From an optimization exercise on the open Yosys and OpenROAD flow, aimed at small area, a short achievable clock period and few clock cycles per item; shortcuts taken in it are not production practice. Function was checked by simulation only, so behaviour that the tests miss may differ from the original. Power and IR drop assume default switching activity.

// grn_farm
module grn_farm #(
	parameter VECTOR_SIZE = 69,
	parameter LS          = 2,          
	parameter LK          = 1,          
	parameter G           = 6           
) (
	input  logic                   clk,
	input  logic                   rst,
	input  logic                   in_valid,
	input  logic [VECTOR_SIZE-1:0] in_conf,
	output logic                   in_ready,
	output logic                   out_valid,
	output logic [VECTOR_SIZE-1:0] out_conf,
	output logic [31:0]            out_transient,
	output logic [31:0]            out_length
);
For scale: roughly 1200 flip-flops.
Settings: LEC_CHECK=0, CAP_MARGIN=20, CORE_MARGIN=2, CORE_UTILIZATION=60, CTS_CLUSTER_DIAMETER=80, CTS_CLUSTER_SIZE=25, PLACE_DENSITY=0.7, SETUP_SLACK_MARGIN=2.6, SLEW_MARGIN=20; clock period 5.0 ns.
run.sh (not shown) runs the stock make flow with config.mk's settings and CLKGATE_MAP_FILE= SYNTH_SCRIPT=/design/flow/synth_recipe.tcl, a recipe that flattens the netlist after the stock synthesis.
Testbench counts at the start, summed over its fixed seeds: cycles 6,150, items 1,280.
Then changed:
- CORE_UTILIZATION: 60 -> 35
- PLACE_DENSITY: 0.7 -> 0.55
=> The new run finished clean; via count went down by 4.4%; die area went up by 70%; first-iteration DRC count went down by about 34%; total power went up by 5.3%; final cell count went up by 13%.
Then changed:
- ABC_AREA: unset -> 1
- CORE_UTILIZATION: 35 -> 45
- PLACE_DENSITY: 0.55 -> 0.6
Outcome:
- wire length rose by a few percent
- cell area rose slightly
- utilization rose by 11 points
- area after synthesis rose by a few percent
- synthesized cell count rose by a quarter to a third
- non-clock buffer count fell by 16
- count of clock-buffer cells in the layout fell by 11
- worst setup slack improved by 0.16 ns
- via count rose by about a fifth
- global-route usage rose by 8.9 points
- hold slack got worse by 0.032 ns
Then changed:
- ABC_AREA: 1 -> unset
- SETUP_SLACK_MARGIN: 2.6 -> 3.2
The changed run produced a clean layout.
Routed wire length is lower by 4.1%.
Count of clock-buffer cells in the layout is higher by 15.
Synthesized area drops by 2.5%.
Hold slack is better by 0.029 ns.
Final cell count is lower by 15%.
Clock skew is lower by 0.035 ns.

* * *

== north ==
The RTL this note starts from:
==> flow/design.v <==
module grn_step (input logic [68:0] v, output logic [68:0] y);
assign y[0] = v[40];
assign y[1] = v[40] & ~ v[32];
assign y[2] = v[35] & ~ (v[36] | v[6]);
assign y[3] = ((v[50] | v[33]) & v[36]) & ~ v[2];
assign y[4] = ~ (v[20] & 0);
assign y[5] = (v[48] | v[31]) & ~ (v[33] | v[36]);
assign y[6] = (v[7] | v[8]) & ~ v[21];
assign y[7] = v[17] & ~ (v[10] | v[32]);
assign y[8] = v[13] & ~ (v[21] | v[32]);
assign y[9] = v[46] & ~ v[47];
assign y[10] = v[31];
assign y[11] = v[42] & v[52];
assign y[12] = (v[4] | v[48] | v[26]) & ~ v[20];
assign y[13] = v[30];
assign y[14] = v[34];
assign y[15] = v[28];
assign y[16] = v[64];
assign y[17] = v[52] | v[16];
assign y[18] = v[15];
assign y[19] = v[59];
assign y[20] = ~ (v[14] | v[2]);
assign y[21] = (v[31] | v[48]) & ~ v[43];
assign y[22] = ~ v[23];
assign y[23] = (v[2] | (v[42] & v[52]));
assign y[24] = v[19] & ~ v[49];
assign y[25] = v[1] | v[29];
assign y[26] = ((v[4] | v[15]) & v[25]) & ~ v[20];
assign y[27] = (v[33] & v[2]) & ~ (v[20] | v[0]);
assign y[28] = v[38] | v[40];
assign y[29] = v[9] | v[51] | v[52];
assign y[30] = (v[3] | v[50] | v[9]) & ~ v[5];
assign y[31] = ~ v[22];
assign y[32] = (v[33] | v[44]) & ~ (v[20] | v[6]);
assign y[33] = (v[37] | v[25] | v[0]) & ~ v[27];
assign y[34] = v[11];
assign y[35] = (v[14] | v[39]) & ~ v[37];
assign y[36] = v[9] & ~ v[2];
assign y[37] = v[33] & ~ (v[31] | v[26]);
assign y[38] = v[9] | v[39];
assign y[39] = v[14] | v[19];
assign y[40] = v[52] & ~ v[41];
assign y[41] = v[31] | v[48];
assign y[42] = v[47];
assign y[43] = v[30];
assign y[44] = v[51] & ~ v[26];
assign y[45] = v[44] | v[31];
assign y[46] = v[33] | v[17];
assign y[47] = v[15] | v[52];
assign y[48] = v[24];
assign y[49] = v[48];
assign y[50] = v[7] & ~ v[5];
assign y[51] = v[57] & ~ v[45];
assign y[52] = v[54];
assign y[53] = (v[62] | v[65]) & ~ v[59];
assign y[54] = v[58];
assign y[55] = v[60] & ~ (v[63] | v[57]);
assign y[56] = (v[61] | v[63]) & ~ (v[62] | v[57] | v[60]);
assign y[57] = v[53];
assign y[58] = (v[63] | v[66]) & ~ v[62];
assign y[59] = v[58] | v[65] | v[31];
assign y[60] = v[65] | v[55];
assign y[61] = v[65] | v[58];
assign y[62] = v[53] | v[55];
assign y[63] = v[56] | v[64];
assign y[64] = v[63] & ~ v[57];
assign y[65] = (v[66] | v[54]) & ~ v[62];
assign y[66] = v[31];
assign y[67] = (v[18] & v[12]) & ~ (v[32] | v[6]);
assign y[68] = v[6];
endmodule
module grn_farm #(
	parameter VECTOR_SIZE = 69,
	parameter LS          = 2,          
	parameter LK          = 1,          
	parameter G           = 6,          
	parameter CL          = 4           
) (
	input  logic                   clk,
	input  logic                   rst,
	input  logic                   in_valid,
	input  logic [VECTOR_SIZE-1:0] in_conf,
	output logic                   in_ready,
	output logic                   out_valid,
	output logic [VECTOR_SIZE-1:0] out_conf,
	output logic [31:0]            out_transient,
	output logic [31:0]            out_length
);
localparam int S  = 1 << LS;
localparam int K  = 1 << LK;
localparam int LU = LS + LK;
localparam int CW = 32 - LU;             
localparam int CH = CW - CL;             
localparam int EW = 1 + (K - 1) * G;     
localparam logic [1:0] P_EMPTY = 2'd0;
localparam logic [1:0] P_ONE   = 2'd1;     
localparam logic [1:0] P_TWO   = 2'd2;     
localparam logic [1:0] P_DONE  = 2'd3;
logic [1:0]             ph [S];
logic [VECTOR_SIZE-1:0] A  [S];
logic [VECTOR_SIZE-1:0] B  [S];
logic [VECTOR_SIZE-1:0] C  [S];
logic [EW-1:0]          E  [S];     
logic [CL-1:0]          c1 [S];
logic [CL-1:0]          c2 [S];
logic                   own[S];     
logic                   rs [S];     
logic [LU-1:0]          u1 [S];
logic [LU-1:0]          dd [S];     
logic                   bw [S];     
logic                   fresh;      
logic                   busy;
logic [CH-1:0]          h1, h2;
logic                   tk_r, o1_r, o2_r;
logic [1:0]             ph_n [S];
logic [VECTOR_SIZE-1:0] A_n  [S];
logic [VECTOR_SIZE-1:0] B_n  [S];
logic [EW-1:0]          E_n  [S];
logic [LU-1:0]          u1_n [S];
logic [LU-1:0]          dd_n [S];
logic                   bw_n [S];
logic inc1, inc2, ov1, ov2, take, again;
assign inc1  = (ph_n[0] == P_ONE) && !fresh;
assign inc2  = (ph_n[0] == P_TWO);
assign ov1   = inc1 && (&c1[0]);
assign ov2   = inc2 && (&c2[0]);
assign take  = (ov1 || ov2) && !own[0] && !busy;
assign again = (ov1 || ov2) && !own[0] && busy;
genvar s, q;
generate
	for (s = 0; s < S; s = s + 1) begin : gen_stage
		localparam int SP = (s + S - 1) % S;    
		logic [VECTOR_SIZE-1:0] a  [K+1];
		logic [VECTOR_SIZE-1:0] b  [K+1];
		logic [VECTOR_SIZE-1:0] bh [K];
		assign a[0] = A[s];
		assign b[0] = B[s];
		for (q = 0; q < K; q = q + 1) begin : gen_sub
			grn_step step_a  (.v(a[q]),  .y(a[q+1]));
			grn_step step_b1 (.v(b[q]),  .y(bh[q]));
			grn_step step_b2 (.v(bh[q]), .y(b[q+1]));
			if (q == 0) begin : g_first
				if (s == 0) begin : g_s0
					assign E_n[s][0] = (a[0] == b[0]) && !fresh;
				end else begin : g_sn
					assign E_n[s][0] = (a[0] == b[0]);
				end
			end else begin : g_late
				genvar g;
				for (g = 0; g < G; g = g + 1) begin : gen_grp
					localparam int LO = g * VECTOR_SIZE / G;
					localparam int HI = (g + 1) * VECTOR_SIZE / G - 1;
					assign E_n[s][1 + (q - 1) * G + g] = (a[q][HI:LO] == b[q][HI:LO]);
				end
			end
		end
		assign A_n[s] = a[K];
		assign B_n[s] = b[K];
		logic [K-1:0] meet;
		assign meet[0] = E[s][0];
		for (q = 1; q < K; q = q + 1) begin : gen_meet
			assign meet[q] = &E[s][1 + (q - 1) * G +: G];
		end
		always_comb begin
			logic [1:0] p;
			p       = ph[s];
			u1_n[s] = u1[s];
			dd_n[s] = dd[s];
			bw_n[s] = bw[s];
			for (int k = 0; k < K; k = k + 1) begin
				if (meet[k] && p == P_TWO) begin
					p       = P_DONE;
					dd_n[s] = LU'(K*SP + k) - u1_n[s];
					bw_n[s] = LU'(K*SP + k) < u1_n[s];
				end
				if (meet[k] && p == P_ONE) begin
					p       = P_TWO;
					u1_n[s] = LU'(K*SP + k);
				end
			end
			ph_n[s] = p;
		end
		if (s < S - 1) begin : g_pass
			always_ff @(posedge clk) begin
				if (rst) ph[s+1] <= P_EMPTY;
				else     ph[s+1] <= ph_n[s];
				A[s+1]  <= A_n[s];
				B[s+1]  <= B_n[s];
				C[s+1]  <= C[s];
				E[s+1]  <= E_n[s];
				if (s == 0) begin
					c1[s+1]  <= c1[s] + CL'(inc1);
					c2[s+1]  <= c2[s] + CL'(inc2);
					own[s+1] <= own[s] || take;
					rs[s+1]  <= rs[s] || again;
				end else begin
					c1[s+1]  <= c1[s];
					c2[s+1]  <= c2[s];
					own[s+1] <= own[s];
					rs[s+1]  <= rs[s];
				end
				u1[s+1] <= u1_n[s];
				dd[s+1] <= dd_n[s];
				bw[s+1] <= bw_n[s];
			end
		end
	end
endgenerate
logic [1:0] ph_ahead;
always_comb begin
	ph_ahead = ph_n[S-2];
	if (E_n[S-2][0] && ph_ahead == P_TWO)      ph_ahead = P_DONE;
	else if (E_n[S-2][0] && ph_ahead == P_ONE) ph_ahead = P_TWO;
end
logic free, restart, load;
logic [VECTOR_SIZE-1:0] new_conf;
assign in_ready = free;
assign load     = free || restart;
assign new_conf = restart ? C[S-1] : in_conf;
logic [CW-1:0] len_hi, len_dec;
assign len_hi  = {own[S-1] ? h2 : {CH{1'b0}}, c2[S-1]};
assign len_dec = len_hi - 1'b1;
always_ff @(posedge clk) begin
	if (rst) begin
		free      <= 1'b1;
		restart   <= 1'b0;
		busy      <= 1'b0;
		ph[0]     <= P_EMPTY;
		out_valid <= 1'b0;
	end else begin
		free      <= (ph_ahead == P_EMPTY) || (ph_ahead == P_DONE && !rs[S-2]);
		restart   <= (ph_ahead != P_EMPTY) && rs[S-2];
		busy      <= take || (busy && !(free && own[S-1] && ph_n[S-1] == P_DONE));
		ph[0]     <= load ? ((restart || in_valid) ? P_ONE : P_EMPTY) : ph_n[S-1];
		out_valid <= free && (ph_n[S-1] == P_DONE);
	end
	if (rst) begin
		tk_r <= 1'b0;
		o1_r <= 1'b0;
		o2_r <= 1'b0;
	end else begin
		tk_r <= take;
		o1_r <= ov1 && (take || own[0]);
		o2_r <= ov2 && (take || own[0]);
	end
	if (tk_r) begin
		h1 <= CH'(o1_r);
		h2 <= CH'(o2_r);
	end else begin
		h1 <= h1 + CH'(o1_r);
		h2 <= h2 + CH'(o2_r);
	end
	fresh <= load;
	if (load) begin
		A[0]   <= new_conf;
		B[0]   <= new_conf;
		C[0]   <= new_conf;
		E[0]   <= '0;
		c1[0]  <= '0;
		c2[0]  <= '0;
		own[0] <= 1'b0;
		rs[0]  <= 1'b0;
	end else begin
		A[0]   <= A_n[S-1];
		B[0]   <= B_n[S-1];
		C[0]   <= C[S-1];
		E[0]   <= E_n[S-1];
		c1[0]  <= c1[S-1];
		c2[0]  <= c2[S-1];
		own[0] <= own[S-1];
		rs[0]  <= rs[S-1];
	end
	u1[0] <= u1_n[S-1];
	dd[0] <= dd_n[S-1];
	bw[0] <= bw_n[S-1];
	out_conf      <= C[S-1];
	out_transient <= {own[S-1] ? h1 : {CH{1'b0}}, c1[S-1], u1_n[S-1]};
	out_length    <= {bw_n[S-1] ? len_dec : len_hi, dd_n[S-1]};
end
endmodule
Settings: LEC_CHECK=0, CAP_MARGIN=20, CORE_MARGIN=2, CORE_UTILIZATION=45, CTS_CLUSTER_DIAMETER=60, CTS_CLUSTER_SIZE=20, PLACE_DENSITY=0.6, SETUP_SLACK_MARGIN=2.9, SLEW_MARGIN=20; clock period 5.0 ns.
Testbench counts of north, summed over its fixed seeds: cycles 6,150, items 1,280.
The following lists how south was set up differently from north:
--- a/flow/config.mk
+++ b/flow/config.mk
@@ -9,7 +9,7 @@
 export CORE_MARGIN = 2
 export CORE_UTILIZATION = 45
-export CTS_CLUSTER_DIAMETER = 60
-export CTS_CLUSTER_SIZE = 20
+export CTS_CLUSTER_DIAMETER = 80
+export CTS_CLUSTER_SIZE = 25
 export PLACE_DENSITY = 0.6
-export SETUP_SLACK_MARGIN = 2.9
+export SETUP_SLACK_MARGIN = 3.0
 export SLEW_MARGIN = 20
### Flow results
- Comparing south against north, there is no change at all in core footprint.
- south ended up with free as its launch point of the critical path; north ended up with A[2][33].
- After detailed routing, north needs less wire than south.
- north ended up with sky130_fd_sc_hd__nor3b_1 as its standard cell with the maximum stage delay on the critical path; south ended up with sky130_fd_sc_hd__dfxtp_4.
- When the final numbers for north and south were put side by side, the clock-buffer cell count turned out to be greater in north.
- Comparing south with north, the cell total after placement came out essentially unchanged.
- Between north and south, the difference in utilization is negligible.
- north has a higher critical path arrival than south.

## separate check: timing with driven ports
No port has a modelled driver above. Below, the same layouts with a new extraction and two added sets of constraints. Step 1 sets driving cells, clkbuf_16 on the clock port and buf_2 on the other inputs (assumed; they add their load-dependent delay and slew). Step 2, shift: input delay + t, output delay - t, t = (earliest + latest rising clock arrival at the registers) / 2. This alone moves slack from input paths to output paths. Slacks: no drivers / after step 1 / after step 2; pairs: no drivers / after step 1.
| run | t (ns) | slack for setup (ns) | worst hold slack (ns) |
|---|---|---|---|
| the first run of note 1 | 0.737 | 2.584 / 2.584 / 2.584 | 0.320 / 0.320 / 0.320 |
| the second run of note 1 | 0.750 | 2.447 / 2.447 / 2.447 | 0.320 / 0.320 / 0.320 |
| the third run of note 1 | 0.790 | 2.608 / 2.567 / 2.608 | 0.288 / 0.288 / 0.288 |
| the fourth run of note 1 | 0.742 | 2.813 / 2.745 / 2.729 | 0.317 / 0.317 / 0.317 |
| north | 0.760 | 2.798 / 2.737 / 2.572 | 0.324 / 0.324 / 0.324 |
| south | 0.800 | 2.551 / 2.477 / 2.362 | 0.318 / 0.318 / 0.318 |
After both steps every run listed still meets setup and hold. The setup slack of north, which loses most, moves by -0.061 ns with the drivers and by -0.226 ns with both steps.
